What follows belongs to an exercise in optimizing a design on an open flow for small area, a short achievable clock period and few clock cycles; a production flow would make more cautious choices. In this exercise RTL edits were held to simulation tests only and were not proved equivalent to the original. No activity file was given, so power comes from the tool's default toggle rates.

Design rv32i_core, start of the top module:
module rv32i_core (
  input         clk,
  input         rst_n,
  output [31:0] imem_addr,
  input  [31:0] imem_rdata,
  output        dmem_valid,
  output        dmem_we,
  output [31:0] dmem_addr,
  output [31:0] dmem_wdata,
  output [3:0]  dmem_wstrb,
  input  [31:0] dmem_rdata,
  output        halted
);
Size: about 5,600 cells after synthesis, roughly 1,300 flip-flops, ~170 I/O pins, roughly 65,000 sq um of cells after synthesis.
clock: 10.0 ns
lec_check: 0
cap_margin: 20
core_margin: 2
core_utilization: 35
cts_buf_list: sky130_fd_sc_hd__clkbuf_16
cts_cluster_diameter: 120
cts_cluster_size: 24
place_density: 0.5
slew_margin: 20
standard.sh (not shown) runs the stock make flow with config.mk's settings and CLKGATE_MAP_FILE= SYNTH_SCRIPT=/design/flow/synth_recipe.tcl, a recipe that flattens the netlist after the stock synthesis.
==> flow/flow/run.sh <==
#!/bin/bash
set -euo pipefail
bash standard.sh SETUP_SLACK_MARGIN=7 finish > standard_flow.log 2>&1
The baseline ran to the end with no violations.
Testbench counts at the start, summed over its fixed seeds: cycles 75,955.
Edit:
==> flow/flow/run.sh (replaced) <==
#!/bin/bash
set -euo pipefail
bash standard.sh SETUP_SLACK_MARGIN=5.5 finish > standard_flow.log 2>&1
--- a/flow/config.mk
+++ b/flow/config.mk
@@ -8,8 +8,8 @@
 export CAP_MARGIN = 20
 export CORE_MARGIN = 2
-export CORE_UTILIZATION = 35
+export CORE_UTILIZATION = 40
 export CTS_BUF_LIST = sky130_fd_sc_hd__clkbuf_16
 export CTS_CLUSTER_DIAMETER = 120
 export CTS_CLUSTER_SIZE = 24
-export PLACE_DENSITY = 0.5
+export PLACE_DENSITY = 0.55
 export SLEW_MARGIN = 20
Via count went down by roughly a tenth.
Die area drops by roughly a tenth.
Cell area falls by about a fifth.
Routed wire length went down by about a fifth.
Global-route usage falls by 1.6 points.
Sequential cell count does not change.
Worst setup slack gets worse by 0.33 ns.
Edit:
==> flow/run.sh (new file) <==
#!/bin/bash
# synth_recipe.tcl (not shown) runs the flow's synth.tcl, then flattens the netlist and writes it again
# the make line also repeats each setting of config.mk as NAME=value (left out here)
make -C /OpenROAD-flow-scripts/flow DESIGN_CONFIG=/design/flow/config.mk WORK_HOME=/design/flow/orfs CLKGATE_MAP_FILE= SYNTH_SCRIPT=/design/flow/synth_recipe.tcl finish
--- a/flow/config.mk
+++ b/flow/config.mk
@@ -8,8 +8,10 @@
 export CAP_MARGIN = 20
 export CORE_MARGIN = 2
-export CORE_UTILIZATION = 40
+export CORE_UTILIZATION = 35
 export CTS_BUF_LIST = sky130_fd_sc_hd__clkbuf_16
 export CTS_CLUSTER_DIAMETER = 120
 export CTS_CLUSTER_SIZE = 24
-export PLACE_DENSITY = 0.55
+export PLACE_DENSITY = 0.5
+export SETUP_SLACK_MARGIN = 5
 export SLEW_MARGIN = 20
+export TNS_END_PERCENT = 20
removed: flow/flow/run.sh
removed: flow/standard.sh
=>
- clock-buffer cell count rose by 6
- clock skew drops by 0.060 ns
- critical path depth increases by 4
- worst hold slack got worse by 0.012 ns


## wip/fjord
rv32i_core again, from the RTL that the note above started with.
==> flow/config.mk <==
export PLATFORM = sky130hd
export DESIGN_NAME = rv32i_core
export DESIGN_NICKNAME = rv32i_core
export VERILOG_FILES = /design/flow/design.v
export SDC_FILE = /design/flow/constraint.sdc
export NUM_CORES = 4
export LEC_CHECK = 0
export CAP_MARGIN = 20
export CORE_MARGIN = 2
export CORE_UTILIZATION = 35
export CTS_BUF_LIST = sky130_fd_sc_hd__clkbuf_16
export CTS_CLUSTER_DIAMETER = 120
export CTS_CLUSTER_SIZE = 24
export PLACE_DENSITY = 0.5
export SETUP_SLACK_MARGIN = 5
export SLEW_MARGIN = 20
==> flow/constraint.sdc <==
create_clock -name core_clock -period 10.0 [get_ports {clk}]
set_input_delay 2.0000 -clock core_clock [delete_from_list [all_inputs] [get_ports {clk}]]
set_output_delay 2.0000 -clock core_clock [all_outputs]
set_load 0.01 [all_outputs]
run.sh (not shown) runs the stock make flow with config.mk's settings and CLKGATE_MAP_FILE= SYNTH_SCRIPT=/design/flow/synth_recipe.tcl, a recipe that flattens the netlist after the stock synthesis.
Stock flow here: none of the scripts above is used.
Testbench counts of wip/fjord, summed over its fixed seeds: cycles 75,955.
--- input diff wip/fjord..wip/juniper ---
Settings: clearing SETUP_SLACK_MARGIN, which used to be 5.
==> flow/flow/run.sh (new file) <==
#!/bin/bash
set -euo pipefail
bash standard.sh SETUP_SLACK_MARGIN=5.5 finish > standard_flow.log 2>&1
==> flow/standard.sh (new file) <==
#!/bin/bash
# synth_recipe.tcl (not shown) runs the flow's synth.tcl, then flattens the netlist and writes it again
# the make line also repeats each setting of config.mk as NAME=value (left out here)
make -C /OpenROAD-flow-scripts/flow DESIGN_CONFIG=/design/flow/config.mk WORK_HOME=/design/flow/orfs CLKGATE_MAP_FILE= SYNTH_SCRIPT=/design/flow/synth_recipe.tcl "${@:-finish}"
removed: flow/run.sh
wip/fjord and wip/juniper ended up with roughly the same total power after layout. Against wip/fjord, final standard cell area without fillers in wip/juniper rose by a few percent. wip/juniper ends up with lower number of levels in the clock H-tree than wip/fjord does. The run showing the smaller worst slack at placement is wip/juniper. wip/juniper ends up with lower power share of the sequential group than wip/fjord does. Wire: wip/juniper routes more than wip/fjord. Across both runs, buffers plus inverters on the worst setup path was higher for wip/juniper than for wip/fjord. When the final numbers for wip/fjord and wip/juniper were put side by side, the first-pass GRT wire length turned out to be smaller in wip/fjord. Area added between synthesis and finish in wip/juniper is 3.0 points above wip/fjord.
[inputs] wip/xenon vs wip/juniper
==> flow/flow/run.sh <==
#!/bin/bash
set -euo pipefail
bash standard.sh SETUP_SLACK_MARGIN=6 finish > standard_flow.log 2>&1
### Flow results
- The cell with the largest stage delay on the worst path comes out sky130_fd_sc_hd__dfxtp_1 in one run and sky130_fd_sc_hd__or4_4 in the other, namely in wip/juniper and wip/xenon respectively.
- Looking only at core utilization of the finished layout, and setting everything else aside, the lower value of wip/xenon and wip/juniper goes to wip/juniper.
- wip/xenon vs. wip/juniper: fraction of power spent switching nets went up 0.56 points; internal power of the cells up 6.7%; part of the power in the clock network fell by 0.2 points; total power rose 1.0 mW.

-- re-timing with driven ports --
Ports are ideal in the flow. The routed layouts listed here were re-timed in OpenROAD. Step 1 (the two cells are an assumption about what drives the block):
set clk [get_ports {clk}]
set_driving_cell -lib_cell sky130_fd_sc_hd__clkbuf_16 $clk
set_driving_cell -lib_cell sky130_fd_sc_hd__buf_2 [delete_from_list [all_inputs] $clk]
Step 2 adds t to the input delays and takes it off the output delays; t is the mean of the earliest and latest rising clock arrival at the registers after step 1. Input paths then give back, and output paths get back, about the clock's delay inside the block. Three values: no drivers, after step 1, after step 2; two values: the first two.
run	t, ns	setup slack, ns	latest minus earliest clock arrival (ns)
the first run of note 1	0.840	5.615 / 5.615 / 4.971	0.060 / 0.060
the second run of note 1	0.873	5.282 / 5.282 / 4.612	0.121 / 0.121
the third run of note 1	0.823	4.779 / 4.779 / 4.128	0.061 / 0.060
wip/fjord	0.861	4.977 / 4.977 / 4.302	0.056 / 0.056
wip/juniper	0.889	5.415 / 5.415 / 4.666	0.083 / 0.083
wip/xenon	0.845	5.652 / 5.652 / 4.940	0.078 / 0.078
After both steps setup and hold are still met in every run listed. The setup slack of wip/juniper, which loses most, moves by 0.000 ns with the drivers and by -0.749 ns with both steps.
